Source: an optimization exercise on an open RTL-to-GDS flow (aim: small area). Production flows keep margins and buffers that such runs may drop. Only simulation tests tie the RTL to the original design; equivalence was not proved. Power is estimated from default activity; no workload was simulated.

$ cat flow/config.mk
export PLATFORM = sky130hd
export DESIGN_NAME = eth_icmp_top
export DESIGN_NICKNAME = eth_icmp_top
export VERILOG_FILES = /design/flow/design.v
export SDC_FILE = /design/flow/constraint.sdc
export NUM_CORES = 4
export LEC_CHECK = 0
export CAP_MARGIN = 20
export CORE_MARGIN = 2
export CORE_UTILIZATION = 40
export CTS_BUF_LIST = sky130_fd_sc_hd__clkbuf_8
export CTS_CLUSTER_DIAMETER = 70
export CTS_CLUSTER_SIZE = 18
export SLEW_MARGIN = 20
$ cat flow/constraint.sdc
create_clock -name core_clock -period 10.0 [get_ports {clk}]
set_input_delay 2.0000 -clock core_clock [delete_from_list [all_inputs] [get_ports {clk}]]
set_output_delay 2.0000 -clock core_clock [all_outputs]
set_load 0.01 [all_outputs]
$ cat flow/design.v
module eth_icmp_top (
    input   wire            clk,
    input   wire            rst_n,
    input   wire    [4:0]   i_rx_5b,
    input   wire            i_sfp_los,
    output  reg     [4:0]   o_tx_5b
);
    localparam [47:0] MY_MAC = 48'h123456789ABC;
    localparam DLY = 75;             
    reg     [3:0]   r_prev;          
    reg     [2:0]   r_pos;           
    reg             r_in_frame;
    reg     [7:0]   r_cnt;           
    wire    [8:0]   w_bits = {r_prev, i_rx_5b};
    reg     [4:0]   w_grp;
    always @(*) begin
        case (r_pos)
            3'd0:    w_grp = w_bits[8:4];
            3'd1:    w_grp = w_bits[7:3];
            3'd2:    w_grp = w_bits[6:2];
            3'd3:    w_grp = w_bits[5:1];
            default: w_grp = w_bits[4:0];
        endcase
    end
    wire    [3:0]   w_nib;
    assign w_nib[0] = w_grp[0];
    assign w_nib[1] = w_grp[2] & ~(w_grp[4] & w_grp[3] & w_grp[1] & ~w_grp[0]);
    assign w_nib[2] = (~w_grp[4] & w_grp[3] & w_grp[2] & w_grp[1]) |
                      ( w_grp[4] & w_grp[3] & w_grp[2] & ~w_grp[1]) |
                      ( w_grp[3] & ~w_grp[2] & w_grp[1]);
    assign w_nib[3] = ( w_grp[4] & ~w_grp[3] & w_grp[2] & w_grp[1]) |
                      ( w_grp[4] & w_grp[3] & w_grp[2] & ~w_grp[1]) |
                      ( w_grp[4] & ~w_grp[2] & w_grp[1]);
    wire w_sof = ~r_in_frame & ~&i_rx_5b;
    always @(posedge clk) begin
        r_prev <= i_rx_5b[3:0];
        if (w_sof)
            r_cnt <= {7'd0, ~(i_rx_5b[4] & i_rx_5b[3] & i_rx_5b[2])};
        else if (r_cnt != 8'd255)
            r_cnt <= r_cnt + 8'd1;
        if (~r_in_frame)
            r_pos   <= ~i_rx_5b[4] ? 3'd2 :
                       ~i_rx_5b[3] ? 3'd3 :
                       ~i_rx_5b[2] ? 3'd4 :
                       ~i_rx_5b[1] ? 3'd0 : 3'd1;
    end
    always @(posedge clk or negedge rst_n) begin
        if (~rst_n) begin
            r_in_frame <= 1'b0;
        end else begin
            if (~r_in_frame) r_in_frame <= ~&i_rx_5b;
            else if (&w_grp) r_in_frame <= 1'b0;     
        end
    end
    reg     [3:0]   r_dl    [1:DLY];
    wire            w_rot_mac;       
    wire            w_rot_ip;        
    integer i;
    always @(posedge clk) begin
        r_dl[1] <= w_nib;
        for (i = 2; i <= DLY; i = i + 1)
            r_dl[i] <= r_dl[i - 1];
        if (w_rot_mac) r_dl[DLY - 11] <= r_dl[DLY];
        if (w_rot_ip)  r_dl[DLY - 7]  <= r_dl[DLY];
    end
    reg             w_chk;
    reg     [3:0]   w_exp;
    always @(*) begin
        w_chk = 1'b1;
        w_exp = 4'h0;
        if (r_cnt[7:4] == 4'd1 && r_cnt[3:0] <= 4'd11)
            w_exp = {r_cnt[3:1] + {2'd0, ~r_cnt[0]}, r_cnt[0]};
        else case (r_cnt)
            8'd40: w_exp = 4'h8;         
            8'd41, 8'd42, 8'd43: ;
            8'd62: w_exp = 4'h1;         
            8'd63: ;
            8'd84: w_exp = 4'h8;         
            default: w_chk = 1'b0;
        endcase
    end
    reg             r_match;
    always @(posedge clk)
        if (~r_in_frame)
            r_match <= 1'b1;
        else if (w_chk & (w_nib != w_exp))
            r_match <= 1'b0;
    wire            w_match = r_match & (w_grp == 5'b11110);
    wire w_accept = r_in_frame & (r_cnt == 8'd85) & w_match;
    reg             r_tx;
    reg             r_odd;           
    reg     [10:0]  r_bc;            
    reg             r_cy;
    reg             r_end;           
    reg     [2:0]   r_pl;            
    reg     [31:0]  r_crc;
    assign w_rot_mac = (r_cnt >= 8'd91) & (r_cnt <= 8'd102);
    assign w_rot_ip  = (r_cnt >= 8'd143) & (r_cnt <= 8'd150);
    wire    [3:0]   w_dl  = r_dl[DLY];
    wire            w_hdr = (r_cnt >= 8'd86) & (r_cnt <= 8'd132);       
    wire            w_tail = (~w_hdr & (r_bc[10:3] == 8'd0)) | r_end;
    wire            w_data = r_tx & (r_cnt >= 8'd91 | r_cnt < 8'd86) & ~w_tail;
    reg     [3:0]   w_tx_nib;
    always @(*) begin
        case (r_cnt)
            8'd91, 8'd92, 8'd93, 8'd94, 8'd95, 8'd96,
            8'd97, 8'd98, 8'd99, 8'd100, 8'd101, 8'd102: w_tx_nib = r_dl[DLY - 12];
            8'd143, 8'd144, 8'd145, 8'd146,
            8'd147, 8'd148, 8'd149, 8'd150: w_tx_nib = r_dl[DLY - 8];
            8'd159: w_tx_nib = w_dl ^ 4'h8;                  
            8'd163: w_tx_nib = w_dl ^ 4'h8;                  
            8'd164: w_tx_nib = w_dl + {3'd0, r_cy};
            default: w_tx_nib = w_dl;
        endcase
    end
    wire            w_n19 = (r_cnt == 8'd110);
    wire            w_n20 = (r_cnt == 8'd111);
    wire            w_n21 = (r_cnt == 8'd112) & (r_pl != 3'd0);
    wire    [7:0]   w_sel;               
    assign w_sel[7] = (w_n19 & (r_pl == 3'd1)) | (w_n21 & (r_bc[3:0] == 4'd1));
    assign w_sel[5] = (w_n19 & (r_pl == 3'd2)) | (w_n21 & (r_bc[3:0] == 4'd2));
    assign w_sel[3] = (w_n19 & (r_pl == 3'd3)) | (w_n21 & (r_bc[3:0] == 4'd3));
    assign w_sel[1] = (w_n19 & (r_pl == 3'd4)) | (w_n21 & (r_bc[3:0] == 4'd4));
    assign w_sel[6] = w_n20 & (r_pl == 3'd2);
    assign w_sel[4] = w_n20 & (r_pl == 3'd3);
    assign w_sel[2] = w_n20 & (r_pl == 3'd4);
    assign w_sel[0] = w_n20 & (r_pl == 3'd5);
    wire            w_glitch = (|w_sel) & (r_bc[10:8] == 3'd0);
    wire            w_cut = w_sel[7] & (r_bc[10:8] == 3'd0);
    reg     [31:0]  w_crc_nx;
    reg             w_fb;
    integer k;
    always @(*) begin
        w_crc_nx = r_crc;
        for (k = 0; k < 4; k = k + 1) begin
            w_fb = (w_crc_nx[31] ^ w_tx_nib[k]) & w_data;
            w_crc_nx = {w_crc_nx[30:0], ~w_data} ^ (32'h04C11DB7 & {32{w_fb}});
        end
    end
    reg     [3:0]   w_fcs;
    integer q;
    always @(*) begin
        w_fcs = {r_crc[28], r_crc[29], r_crc[30], r_crc[31]} & {4{~w_glitch}};
        for (q = 0; q < 8; q = q + 1)
            if (w_sel[q] & w_glitch)
                w_fcs = w_fcs | {r_crc[28 - 4*q], r_crc[29 - 4*q], r_crc[30 - 4*q], r_crc[31 - 4*q]};
        w_fcs = ~w_fcs;
    end
    function [4:0] enc;
        input [3:0] n;
        case (n)
            4'h0: enc = 5'b11110;   4'h1: enc = 5'b01001;
            4'h2: enc = 5'b10100;   4'h3: enc = 5'b10101;
            4'h4: enc = 5'b01010;   4'h5: enc = 5'b01011;
            4'h6: enc = 5'b01110;   4'h7: enc = 5'b01111;
            4'h8: enc = 5'b10010;   4'h9: enc = 5'b10011;
            4'hA: enc = 5'b10110;   4'hB: enc = 5'b10111;
            4'hC: enc = 5'b11010;   4'hD: enc = 5'b11011;
            4'hE: enc = 5'b11100;   default: enc = 5'b11101;
        endcase
    endfunction
    wire            w_tr = r_end | ~r_bc[2];     
    always @(*) begin
        if (~r_tx)
            o_tx_5b = 5'b11111;                              
        else if (r_cnt == 8'd86)
            o_tx_5b = 5'b11000;                              
        else if (r_cnt == 8'd87)
            o_tx_5b = 5'b10001;                              
        else if (r_cnt == 8'd88 || r_cnt == 8'd89)
            o_tx_5b = 5'b01011;                              
        else if (r_cnt == 8'd90)
            o_tx_5b = 5'b11011;                              
        else if (w_tail & w_tr)
            o_tx_5b = r_odd ? 5'b00111 : 5'b01101;           
        else
            o_tx_5b = enc((w_tail | w_glitch) ? w_fcs : w_tx_nib);
    end
    always @(posedge clk) begin
        r_crc <= w_crc_nx;
        r_odd <= w_accept | ~r_odd;
        if (r_cnt == 8'd109)
            r_bc <= {r_dl[DLY - 14][2:0], r_dl[DLY - 17], r_dl[DLY - 16]};
        else
            r_bc <= r_bc - {10'd0, ~w_hdr & r_odd};
        r_cy <= w_dl[3];
        if (w_sof)
            r_end <= 1'b0;
        else if (r_tx & w_cut)
            r_end <= 1'b1;
    end
    wire            w_f = (r_bc[7:3] == 5'd0) | (r_bc[7:3] == 5'd31);
    wire            w_h = (r_bc[7:3] == 5'd31) & (r_bc[2:0] <= 3'd4);
    always @(posedge clk or negedge rst_n) begin
        if (~rst_n)
            r_pl <= 3'd0;
        else if (r_in_frame & (r_tx | r_end) & (r_cnt == 8'd113))
            r_pl <= ~w_f ? 3'd0 : w_h ? r_bc[2:0] + 3'd1 : 3'd6;
    end
    always @(posedge clk or negedge rst_n) begin
        if (~rst_n)
            r_tx <= 1'b0;
        else if (w_accept)
            r_tx <= 1'b1;
        else if (w_tail & w_tr & r_odd)
            r_tx <= 1'b0;                                    
    end
endmodule
$ cat flow/flow/run.sh
#!/bin/bash
# Own layout flow: the standard flow with three changes.
#  1. After the standard synthesis, the combinational logic between the
#     registers is mapped again by ABC with an area-oriented script
#     (deepsyn + area mapping), best of three seeds.  The registers, their names and their cells
#     are left exactly as the standard synthesis made them.
#  2. The port buffers are buf_1 cells.
#  3. Clock tree synthesis uses clkbuf_8 clusters without dummy loads.
# Each tool's output goes to a log file of its own in this folder.
set -euo pipefail
RES=orfs/results/${FLOW_PLATFORM}/eth_icmp_top/base
LIB=${FLOW_HOME}/platforms/${FLOW_PLATFORM}/lib/sky130_fd_sc_hd__tt_025C_1v80.lib
YOSYS=${FLOW_HOME}/../tools/install/yosys/bin/yosys

bash standard.sh synth > standard_synth.log 2>&1
cp $RES/1_2_yosys.v standard_1_2_yosys.v

cat > remap_before.ys <<EOY
read_liberty -lib $LIB
read_verilog standard_1_2_yosys.v
hierarchy -top $FLOW_TOP
tee -o remap_stat_before.txt stat -liberty $LIB
EOY
$YOSYS -s remap_before.ys > remap_before.log 2>&1

# three remaps with different deepsyn seeds run side by side; the smallest
# netlist is kept
for S in 1 2 3; do
cat > remap_$S.ys <<EOY
read_liberty -ignore_miss_func $LIB
read_verilog standard_1_2_yosys.v
hierarchy -top $FLOW_TOP
blackbox sky130_fd_sc_hd__df* sky130_fd_sc_hd__edf* sky130_fd_sc_hd__sdf*
flatten
opt_clean -purge
abc -liberty $LIB -dont_use sky130_fd_sc_hd__lpflow_bleeder_1 -dont_use sky130_fd_sc_hd__lpflow_clkbufkapwr_1 -dont_use sky130_fd_sc_hd__lpflow_clkbufkapwr_16 -dont_use sky130_fd_sc_hd__lpflow_clkbufkapwr_2 -dont_use sky130_fd_sc_hd__lpflow_clkbufkapwr_4 -dont_use sky130_fd_sc_hd__lpflow_clkbufkapwr_8 -dont_use sky130_fd_sc_hd__lpflow_clkinvkapwr_1 -dont_use sky130_fd_sc_hd__lpflow_clkinvkapwr_16 -dont_use sky130_fd_sc_hd__lpflow_clkinvkapwr_2 -dont_use sky130_fd_sc_hd__lpflow_clkinvkapwr_4 -dont_use sky130_fd_sc_hd__lpflow_clkinvkapwr_8 -dont_use sky130_fd_sc_hd__lpflow_decapkapwr_12 -dont_use sky130_fd_sc_hd__lpflow_decapkapwr_3 -dont_use sky130_fd_sc_hd__lpflow_decapkapwr_4 -dont_use sky130_fd_sc_hd__lpflow_decapkapwr_6 -dont_use sky130_fd_sc_hd__lpflow_decapkapwr_8 -dont_use sky130_fd_sc_hd__lpflow_inputiso0n_1 -dont_use sky130_fd_sc_hd__lpflow_inputiso0p_1 -dont_use sky130_fd_sc_hd__lpflow_inputiso1n_1 -dont_use sky130_fd_sc_hd__lpflow_inputiso1p_1 -dont_use sky130_fd_sc_hd__lpflow_inputisolatch_1 -dont_use sky130_fd_sc_hd__lpflow_isobufsrc_1 -dont_use sky130_fd_sc_hd__lpflow_isobufsrc_16 -dont_use sky130_fd_sc_hd__lpflow_isobufsrc_2 -dont_use sky130_fd_sc_hd__lpflow_isobufsrc_4 -dont_use sky130_fd_sc_hd__lpflow_isobufsrc_8 -dont_use sky130_fd_sc_hd__lpflow_isobufsrckapwr_16 -dont_use sky130_fd_sc_hd__lpflow_lsbuf_lh_hl_isowell_tap_1 -dont_use sky130_fd_sc_hd__lpflow_lsbuf_lh_hl_isowell_tap_2 -dont_use sky130_fd_sc_hd__lpflow_lsbuf_lh_hl_isowell_tap_4 -dont_use sky130_fd_sc_hd__lpflow_lsbuf_lh_isowell_4 -dont_use sky130_fd_sc_hd__lpflow_lsbuf_lh_isowell_tap_1 -dont_use sky130_fd_sc_hd__lpflow_lsbuf_lh_isowell_tap_2 -dont_use sky130_fd_sc_hd__lpflow_lsbuf_lh_isowell_tap_4 -dont_use sky130_fd_sc_hd__probe_p_8 -dont_use sky130_fd_sc_hd__probec_p_8  -dont_use sky130_fd_sc_hd__probe_p_8 -dont_use sky130_fd_sc_hd__probec_p_8 -script +strash;&get,-n;&deepsyn,-T,60,-S,$S;&put;dc2;&get,-n;&dch,-f;&nf,-a,-R,1000;&put
splitnets
opt_clean -purge
hilomap -singleton -hicell sky130_fd_sc_hd__conb_1 HI -locell sky130_fd_sc_hd__conb_1 LO
insbuf -buf sky130_fd_sc_hd__buf_4 A X
opt_clean -purge
rename -hide w:*\$func\$*
tee -o remap_check_$S.txt check
tee -o remap_stat_$S.txt stat -liberty $LIB
write_verilog -noattr -nohex -nodec remap_$S.v
EOY
$YOSYS -s remap_$S.ys > remap_$S.log 2>&1 &
done
wait
# a remap that lost logic (far smaller than the standard netlist) is not used
STD=$(grep 'Chip area' remap_stat_before.txt | awk '{print $NF}')
BEST=$(for S in 1 2 3; do
         A=$(grep 'Chip area' remap_stat_$S.txt 2>/dev/null | awk '{print $NF}')
         if [[ -n "$A" && -s remap_$S.v ]] && awk -v a="$A" -v s="$STD" 'BEGIN{exit !(a > 0.85*s)}'; then echo "$A $S"; fi
       done | sort -g | head -1 | awk '{print $2}')
[[ -n "$BEST" ]]
echo "remap seed $BEST kept (standard $STD)" > remap_choice.txt
cp remap_$BEST.v remap.v
cp remap.v $RES/1_2_yosys.v
rm -f $RES/1_synth.odb $RES/1_synth.sdc

export BUFFER_PORTS_ARGS="-buffer_cell sky130_fd_sc_hd__buf_1"
export CTS_ARGS="-sink_clustering_enable -repair_clock_nets -sink_clustering_size 18 -sink_clustering_max_diameter 70 -buf_list sky130_fd_sc_hd__clkbuf_8 -dont_use_dummy_load"
bash standard.sh > standard.log 2>&1
$ cat flow/standard.sh
#!/bin/bash
# synth_recipe.tcl (not shown) runs the flow's synth.tcl, then flattens the netlist and writes it again
# the make line also repeats each setting of config.mk as NAME=value (left out here)
make -C /OpenROAD-flow-scripts/flow DESIGN_CONFIG=/design/flow/config.mk WORK_HOME=/design/flow/orfs CLKGATE_MAP_FILE= SYNTH_SCRIPT=/design/flow/synth_recipe.tcl "${@:-finish}"
==> qor.yml, run 1 <==
setup_path:
  worstPathCellList: "clkinv_1 > nand2_1 > a211oi_1 > a21oi_1 > nor3b_1 > and4_1 > and3_1 > a31oi_1 > xnor2_1 > a21oi_1 > a21oi_1 > or2_0 > o21ai_0 > o21bai_1 > a32o_1 > nand2_1 > buf_1"
  end_kind: "output pin"
  path_buf_inv: 2
  reg2reg_slack_ps: 5500
  cp_common_cell: "a21oi_1"
  cpPeakStageDelay_ps: 550
  worst_path_max_delay_cell: "edfxtp_1"
  required_ps: 8000
  start_kind: "register"
  worstPathArrival_ps: 4640
  path_delay_family: "compound AO/OA/AOI/OAI gates"
  path_max_fanout: 8
  critPathKind: "register to output pin"
finish:
  diodes: 0
  area_growth_pct: 8.27
  drive_gt1_frac: 0.0333
  fin_nets: 760
  fillCellCount: 2233
  fin_cells: 1069
cts:
  path_clk_slew_ps: 100
  clock_sinks: 367
  post-cts-setup-buffer-count: 0
  cts_resized: 0
  h-tree-depth: 1
  clock_path_buffers: 3
  clock_latency_ps: 550
  clockRootBuffer: "clkbuf_8"
  hold_buffers: 0
  cts_tree: "built"
  numCtsBuffers: 25
place:
  dp_cells: 1044
  gp_congestion: 0.838
  io_buffers: 11
  dpl.hpwl_um: 9280
timing:
  max_freq_ghz: 0.151
  period_needed_ps: 6640
  rsz0062_at_grt: "no"
  tns_ps: 0
  tightest_slew_ps: 867
  slew_viol_final: 0
  fin_crit_sh: 0.664
  setup-violations-final: 0
  fin_worst_skew_ps: 62.5
  slew-limit-headroom: 0.420
  hold_viol: 0
synth:
  synthesis.nets: 722
  syn_area_um2: 9480
  postSynthAreaPerCell_um2: 13.3
  ys_warn_count: 2
  synthCells: 714
pwr:
  ir_drop_uv: 196
  p_leak_nw: 3.97
  power_density_nw_per_um2: 265
  power_mw: 2.72
route:
  drtIter0Drc: 392
  drc: 0
  detail_route.first_pass.iterations: 7
  vias: 4970
  wl_per_cell_um: 13.2
  wl_um: 14100
  ant_nets: 0
  viasPerCell: 4.65
global_route:
  overflow: 0
  antenna_found_initial: 0
  track_usage: 0.117
  grt_max_degree: 19
  grt_pass1_wl_um: 23400
  grt_pass1_vias: 4717
floorplan:
  start_util: 0.405
  die_x_um: 158
  core_um2: 23400
  fp.dieH_um: 158
  dieArea_um2: 25000
  ios: 13
  num_rows: 56
status:
  status: "no timing/DRC/antenna violations"
worst_hold_path:
  min_path_type: "register to register"
run:
  drv_cap: 0
[registers in the layout (all words and copies together) (netlist names), 3 cells and up]
| signal | flops |
|---|---|
| r_pos | 3 |
| r_dl | 300 |
| r_cnt | 8 |
| r_prev | 4 |
| r_crc | 32 |
| r_pl | 3 |
| r_bc | 11 |
[stage by stage]
step                       util  hold WS, ps  setup slack [ps]  cell area [µm²]
after floorplan               -          310              4950             9480
after global placement    0.424          310              4050             9920
final                     0.439          251              3360            10300
after CTS                 0.439          253              3300            10300
after detailed placement  0.424          312              3910             9920
after global routing      0.439          261              3010            10300
[cell type report]
class,count,area (µm²),share of cell area
clock buffers,25,344,0.0335
inverters,19,71.3,0.00695
multi-input cells,328,2000,0.195
well taps,319,399,0.0389
flip-flops and latches,367,7410,0.722
repair buffers,11,41.3,0.00402
[final timing paths]
path | from | cells past startpoint | endpoint
max | r_cnt[0] | 17 | o_tx_5b[1]
min in group asynchronous | rst_n | 1 | r_pl[1]
max reg2reg | r_cnt[0] | 15 | r_crc[8]
min reg2reg | r_dl[15][3] | 0 | r_dl[16][3]
max in group asynchronous | rst_n | 1 | r_pl[2]
min | r_dl[15][3] | 0 | r_dl[16][3]
[worst register-to-register path, cell delays in order, from the launching register on]
cell and delay (ps):
edfxtp_1 550, clkinv_1 220, nand2_1 120, a211oi_1 310
a21oi_1 110, nor3b_1 490, and4_1 360, and3_1 210
a31oi_1 60, xnor2_1 160, a21oi_1 320, xor2_1 490
and2_0 290, a21oi_1 160, xnor2_1 410, xor2_1 190
[power breakdown]
group	leakage, nW	switching (mW)	internal (mW)	total, mW
registers	3.07	0.121	1.77	1.89
clock network	0.180	0.400	0.225	0.625
logic	0.730	0.127	0.0804	0.208
[metal layers]
metal  vias to the layer above  wire [µm]  track usage
met4                         0        316       0.0369
li1                       2493          -            -
met5                         -          0            0
met2                       100       5470        0.162
met3                        29        677       0.0238
met1                      2348       7630        0.182
[cells in the final DEF, fill, tap and decap left out, drive strengths merged, types with 2 or more instances in the layout]
cell and instances:
o22ai 2, buf 11, or2 5, nand4 2, nand2 42, o22a 2, mux2 9, a222oi 4
nand2b 5, and3 4, a221o 5, nor2 47, and2 6, a31oi 15, xnor2 21, nor2b 9
nand3 14, o21bai 2, a21boi 2, a22o 2, a211oi 7, nor3 12, and4 2, o21ai 14
a22oi 6, edfxtp 4, a21oi 38, clkinv 19, mux2i 2, clkbuf 25, o32ai 3, xor2 16
dfrtp 5, o211ai 7, a221oi 3, dfxtp 358, or3 6
==> run 2: changes to the inputs <==
--- a/flow/flow/run.sh
+++ b/flow/flow/run.sh
@@ -60,5 +60,5 @@
 rm -f $RES/1_synth.odb $RES/1_synth.sdc
 
 export BUFFER_PORTS_ARGS="-buffer_cell sky130_fd_sc_hd__buf_1"
-export CTS_ARGS="-sink_clustering_enable -repair_clock_nets -sink_clustering_size 18 -sink_clustering_max_diameter 70 -buf_list sky130_fd_sc_hd__clkbuf_8 -dont_use_dummy_load"
+export CTS_ARGS="-sink_clustering_enable -repair_clock_nets -sink_clustering_size 20 -sink_clustering_max_diameter 60 -buf_list sky130_fd_sc_hd__clkbuf_8 -dont_use_dummy_load"
 bash standard.sh > standard.log 2>&1
==> run 2 against run 1 <==
Clock power shrank 3.4%. Combinational power about the same. First-iteration DRC count decreased by 6.4%. Wire length about the same. Clock skew down 7.5 ps. Sequential power hardly changed. Non-clock buffer count is the same. Synthesized area unchanged. Synthesized cell count unchanged. Design area fell by 0.27%. Highest routed layer unchanged. Via count decreased by 1.3%. Critical path type unchanged. Hold slack gained 49 ps.
==> qor.yml, run 2 <==
cts:
  path_clk_slew_ps: 110  # was 100 ps
  clock_path_buffers: 3  # unchanged
  hold_buffers: 0  # unchanged
  clock_sinks: 367  # unchanged
  post-cts-setup-buffer-count: 0  # unchanged
  cts_tree: "built"  # unchanged
  clockRootBuffer: "clkbuf_8"  # unchanged
  numCtsBuffers: 23  # was 25
  clock_latency_ps: 560  # was 550 ps
  cts_resized: 0  # unchanged
  h-tree-depth: 1  # unchanged
route:
  wl_um: 14100  # about the same
  drtIter0Drc: 367  # was 392
  vias: 4905  # was 4970
  ant_nets: 0  # unchanged
  viasPerCell: 4.60  # was 4.65
  detail_route.first_pass.iterations: 5  # was 7
  wl_per_cell_um: 13.2  # about the same
  drc: 0  # unchanged
setup_path:
  cpPeakStageDelay_ps: 550  # about the same
  start_kind: "register"  # unchanged
  worstPathCellList: "clkinv_1 > nand2_1 > a211oi_1 > a21oi_1 > nor3b_1 > and4_1 > and3_1 > a31oi_1 > xnor2_1 > a21oi_1 > a21oi_1 > or2_0 > o21ai_0 > o21bai_1 > a32o_1 > nand2_1 > buf_1"  # unchanged
  path_buf_inv: 2  # unchanged
  worstPathArrival_ps: 4610  # was 4640 ps
  worst_path_max_delay_cell: "edfxtp_1"  # unchanged
  end_kind: "output pin"  # unchanged
  cp_common_cell: "a21oi_1"  # unchanged
  path_delay_family: "compound AO/OA/AOI/OAI gates"  # unchanged
  critPathKind: "register to output pin"  # unchanged
  required_ps: 8000  # about the same
  path_max_fanout: 8  # unchanged
timing:
  rsz0062_at_grt: "no"  # unchanged
  hold_viol: 0  # unchanged
  max_freq_ghz: 0.151  # about the same
  tightest_slew_ps: 868  # was 867 ps
  slew_viol_final: 0  # unchanged
  period_needed_ps: 6610  # was 6640 ps
  fin_worst_skew_ps: 55.1  # was 62.5 ps
  setup-violations-final: 0  # unchanged
  slew-limit-headroom: 0.420  # about the same
  tns_ps: 0  # unchanged
  fin_crit_sh: 0.661  # was 0.664
global_route:
  track_usage: 0.117  # about the same
  grt_max_degree: 21  # was 19
  overflow: 0  # unchanged
  grt_pass1_vias: 4662  # was 4717
  grt_pass1_wl_um: 23400  # about the same
  antenna_found_initial: 0  # unchanged
floorplan:
  num_rows: 56  # unchanged
  dieArea_um2: 25000  # unchanged
  die_x_um: 158  # unchanged
  fp.dieH_um: 158  # unchanged
  ios: 13  # unchanged
  start_util: 0.405  # unchanged
  core_um2: 23400  # unchanged
finish:
  final_area_um2: 10200  # was 10300 µm²
  largest_reg_flops: 300  # unchanged
  final_util: 0.438  # was 0.439
  fin_cells: 1067  # was 1069
  mostFrequentLayoutCells: "dfxtp_1 (358), nor2_1 (47), nand2_1 (42)"  # unchanged
  area_growth_pct: 7.98  # was 8.27%
  diodes: 0  # unchanged
  regMostFlops: "r_dl"  # unchanged
  drive_gt1_frac: 0.0307  # was 0.0333
  final_common_cell: "dfxtp_1"  # unchanged
  fin_nets: 758  # was 760
  top_regs: "r_dl x300, r_crc x32, r_bc x11"  # unchanged
place:
  dp_cells: 1044  # unchanged
  place_area_um2: 9920  # unchanged
  gp_congestion: 0.838  # unchanged
  dpl.hpwl_um: 9280  # unchanged
  io_buffers: 11  # unchanged
pwr:
  power_mw: 2.70  # was 2.72 mW
  p_leak_nw: 3.96  # was 3.97 nW
  ir_drop_uv: 133  # was 196 µV
  power_density_nw_per_um2: 264  # was 265 nW/µm²
synth:
  syn_area_um2: 9480  # unchanged
  ys_warn_count: 2  # unchanged
  synthesis.nets: 722  # unchanged
  postSynthAreaPerCell_um2: 13.3  # unchanged
  synthCells: 714  # unchanged
worst_hold_path:
  min_path_type: "register to register"  # unchanged
run:
  drv_cap: 0  # unchanged
status:
  status: "no timing/DRC/antenna violations"  # unchanged
-- run 2: cell count changes in the layout (fill, tap and decap cells not counted) --
cell | previous run | this run
clkbuf_8 | 25 | 23
-- run 2: layer usage --
metal / vias up / part of all wire / GRT usage
met5: - / 0 / 0
met4: 0 / 0.017 / 0.0330
met3: 27 / 0.050 / 0.0241
met2: 91 / 0.39 / 0.160
met1: 2292 / 0.54 / 0.184
li1: 2495 / - / -
-- run 2: path summary, 6_finish.rpt --
check	start	end	slack (ps)	cells after the start
worst min register to register	r_dl[53][3]	r_dl[54][3]	300	0
min in group asynchronous	rst_n	r_pl[2]	1300	1
max in group asynchronous	rst_n	r_in_frame	8430	1
worst max register to register	r_cnt[0]	r_crc[11]	5550	15
worst min-delay path	r_dl[53][3]	r_dl[54][3]	300	0
worst max-delay path	r_cnt[0]	o_tx_5b[1]	3390	17
-- run 2: through the flow --
stage | hold WS, ps | setup WS [ps]
after floorplan | 310 | 4950
after global placement | 310 | 4050
after detailed placement | 312 | 3910
after CTS | 300 | 3320
after global routing | 306 | 3040
final | 300 | 3390
-- run 2: final cells by class --
cell class              instances  area, µm²
clock buffers                  23        317
flip-flops and latches        367       7410
repair buffers                 11       41.3
well taps                     319        399
multi-input cells             328       2000
inverters                      19       71.3
fillers                      2223      13200
-- run 2: power by group --
part	leakage (nW)	internal (mW)	total, mW	switching, mW
Sequential	3.07	1.77	1.89	0.120
Clock	0.165	0.208	0.604	0.396
Combinational	0.730	0.0804	0.208	0.128
Total	3.96	2.06	2.70	0.644
==> run 3: changes to the inputs <==
--- a/flow/flow/run.sh
+++ b/flow/flow/run.sh
@@ -5,7 +5,7 @@
 #     (deepsyn + area mapping), best of three seeds.  The registers, their names and their cells
 #     are left exactly as the standard synthesis made them.
 #  2. The port buffers are buf_1 cells.
-#  3. Clock tree synthesis uses clkbuf_8 clusters without dummy loads.
+#  3. Clock tree synthesis uses clkbuf_8 clusters of up to 20 sinks, without dummy loads.
 # Each tool's output goes to a log file of its own in this folder.
 set -euo pipefail
 RES=orfs/results/${FLOW_PLATFORM}/eth_icmp_top/base
==> run 3 against run 2 <==
Clock-buffer cell count is the same. Critical path depth unchanged. Critical endpoint unchanged. Highest routed layer unchanged. Largest cell class unchanged. Synthesized cell count is the same. Non-clock buffer count stayed put. Worst setup slack stayed put. Wire length unchanged. Power unchanged. Die area stayed put. Synthesized area is the same. Final cell count unchanged. Design area unchanged.
==> qor.yml, run 3 <==
synth:
  ys_warn_count: 2  # unchanged
  synthCells: 714  # unchanged
  synthesis.nets: 722  # unchanged
  postSynthAreaPerCell_um2: 13.3  # unchanged
  syn_area_um2: 9480  # unchanged
global_route:
  grtUsageMet2: 0.160  # unchanged
  grtUsageMet1: 0.184  # unchanged
  grt_max_degree: 21  # unchanged
  antenna_found_initial: 0  # unchanged
  track_usage: 0.117  # unchanged
  use_met3: 0.0241  # unchanged
  grt-busiest-layer: "met1"  # unchanged
  overflow: 0  # unchanged
  grt_pass1_vias: 4662  # unchanged
  grt_pass1_wl_um: 23400  # unchanged
cts:
  clock_path_buffers: 3  # unchanged
  path_clk_slew_ps: 110  # about the same
  clockRootBuffer: "clkbuf_8"  # unchanged
  clock_latency_ps: 560  # about the same
  clock_sinks: 367  # unchanged
  cts_tree: "built"  # unchanged
  post-cts-setup-buffer-count: 0  # unchanged
  hold_buffers: 0  # unchanged
  h-tree-depth: 1  # unchanged
  numCtsBuffers: 23  # unchanged
  cts_resized: 0  # unchanged
floorplan:
  core_um2: 23400  # unchanged
  ios: 13  # unchanged
  start_util: 0.405  # unchanged
  dieArea_um2: 25000  # unchanged
  fp.dieH_um: 158  # unchanged
  num_rows: 56  # unchanged
  die_x_um: 158  # unchanged
finish:
  diodes: 0  # unchanged
  final_util: 0.438  # unchanged
  multi_input_area_um2: 2000  # unchanged
  fillCellCount: 2223  # unchanged
  drive_gt1_frac: 0.0307  # unchanged
  top_regs: "r_dl x300, r_crc x32, r_bc x11"  # unchanged
  largest_reg_flops: 300  # unchanged
  regMostFlops: "r_dl"  # unchanged
  final_common_cell: "dfxtp_1"  # unchanged
  area_growth_pct: 7.98  # unchanged
  fin_nets: 758  # unchanged
  mostFrequentLayoutCells: "dfxtp_1 (358), nor2_1 (47), nand2_1 (42)"  # unchanged
  regArea_um2: 7410  # unchanged
route:
  drtIter0Drc: 367  # unchanged
  vias: 4905  # unchanged
  viasPerCell: 4.60  # unchanged
  drc: 0  # unchanged
  ant_nets: 0  # unchanged
  wl_per_cell_um: 13.2  # unchanged
  detail_route.first_pass.iterations: 5  # unchanged
  wl_um: 14100  # unchanged
setup_path:
  required_ps: 8000  # about the same
  worst_path_max_delay_cell: "edfxtp_1"  # unchanged
  critPathKind: "register to output pin"  # unchanged
  worstRegToRegCells: 15  # unchanged
  start_kind: "register"  # unchanged
  worstSetupStartpoint: "r_cnt[0]"  # unchanged
  cp_common_cell: "a21oi_1"  # unchanged
  worstPathCellList: "clkinv_1 > nand2_1 > a211oi_1 > a21oi_1 > nor3b_1 > and4_1 > and3_1 > a31oi_1 > xnor2_1 > a21oi_1 > a21oi_1 > or2_0 > o21ai_0 > o21bai_1 > a32o_1 > nand2_1 > buf_1"  # unchanged
  path_max_fanout: 8  # unchanged
  reg2reg_slack_ps: 5550  # about the same
  worstPathArrival_ps: 4610  # about the same
  end_kind: "output pin"  # unchanged
  cpPeakStageDelay_ps: 550  # about the same
  r2r-start: "r_cnt[0]"  # unchanged
  endpoint: "o_tx_5b[1]"  # unchanged
  reg2reg_to: "r_crc[11]"  # unchanged
timing:
  hold_viol: 0  # unchanged
  slew_viol_final: 0  # unchanged
  tns_ps: 0  # unchanged
  rsz0062_at_grt: "no"  # unchanged
  fin_worst_skew_ps: 55.1  # unchanged
  tightest_slew_ps: 868  # unchanged
  fin_crit_sh: 0.661  # unchanged
  slew-limit-headroom: 0.420  # unchanged
  max_freq_ghz: 0.151  # unchanged
  setup-violations-final: 0  # unchanged
  period_needed_ps: 6610  # unchanged
pwr:
  p_leak_nw: 3.96  # unchanged
  ir_drop_uv: 133  # unchanged
  power_density_nw_per_um2: 264  # unchanged
place:
  io_buffers: 11  # unchanged
  gp_congestion: 0.838  # unchanged
  dpl.hpwl_um: 9280  # unchanged
run:
  drv_cap: 0  # unchanged
worst_hold_path:
  min_path_type: "register to register"  # unchanged
status:
  status: "no timing/DRC/antenna violations"  # unchanged
## run 3: cell counts in the layout (fill, tap and decap cells not counted)
No cell type changed its count.
## run 3: final cells by class
type	instances	area share
Inverter	19	0.00696
Sequential cell	367	0.724
Multi-Input combinational cell	328	0.195
Tap cell	319	0.0390
Timing Repair Buffer	11	0.00403
Clock buffer	23	0.0309
## run 3: worst min-delay path by stage
stage | depth (start not counted) | slack [ps] | start | end
2_1_floorplan | 0 | 310 | r_dl[9][0] | r_dl[10][0]
3_3_place_gp | 0 | 310 | r_dl[16][3] | r_dl[17][3]
3_5_place_dp | 0 | 310 | r_dl[57][3] | r_dl[58][3]
4_1_cts | 0 | 300 | r_dl[52][2] | r_dl[53][2]
5_1_grt | 0 | 310 | r_dl[62][1] | r_dl[63][1]
6_report | 0 | 300 | r_dl[53][3] | r_dl[54][3]
## run 3: critical path: cells and delay by family (launching register included)
family | cells | cell delay [ps]
AND/OR/NAND/NOR | 6 | 1510
AO/OA/AOI/OAI | 8 | 1520
XOR/XNOR | 1 | 160
flip-flops | 1 | 550
buffers and inverters | 2 | 360
## run 3: where the power goes
group / switching, mW / internal, mW
Clock: 0.396 / 0.208
Combinational: 0.128 / 0.0804
Sequential: 0.120 / 1.77
## run 3: metal layers
metal  vias up  share of wire
met5         -              0
met4         0          0.017
met3        27          0.050
met2        91           0.39
met1      2292           0.54
li1       2495              -
## run 3: metrics by stage
stage / instances / power [mW] / cell area [µm²] / hold slack, ps / worst slack, ps
floorplan: 714 / 2.04 / 9480 / 310 / 4950
detailed placement: 1044 / 2.13 / 9920 / 312 / 3910
CTS: 1067 / 2.74 / 10200 / 300 / 3320
finish: 1067 / 2.70 / 10200 / 300 / 3390
global placement: 1044 / 2.12 / 9920 / 310 / 4050
global route: 1067 / 2.85 / 10200 / 306 / 3040

## static timing again, ports no longer ideal
The results above use ideal ports. As a check the final layouts listed here were re-extracted and re-timed, cells and wires unchanged. Step 1 (the two cells are an assumption about what drives the block):
set clk [get_ports {clk}]
set_driving_cell -lib_cell sky130_fd_sc_hd__clkbuf_16 $clk
set_driving_cell -lib_cell sky130_fd_sc_hd__buf_2 [delete_from_list [all_inputs] $clk]
Step 2 adds t to the input delays and takes it off the output delays; t is the mean of the earliest and latest rising clock arrival at the registers after step 1. Input paths then give back, and output paths get back, about the clock's delay inside the block. Three values: no drivers, after step 1, after step 2; two values: the first two.
run	shift t [ns]	setup slack, ns	latest minus earliest clock arrival (ns)
run 1	0.565	3.357 / 3.313 / 3.877	0.063 / 0.063
run 2	0.570	3.386 / 3.345 / 3.914	0.057 / 0.057
run 3	0.570	3.386 / 3.345 / 3.914	0.057 / 0.057
After both steps every run listed still meets setup and hold.
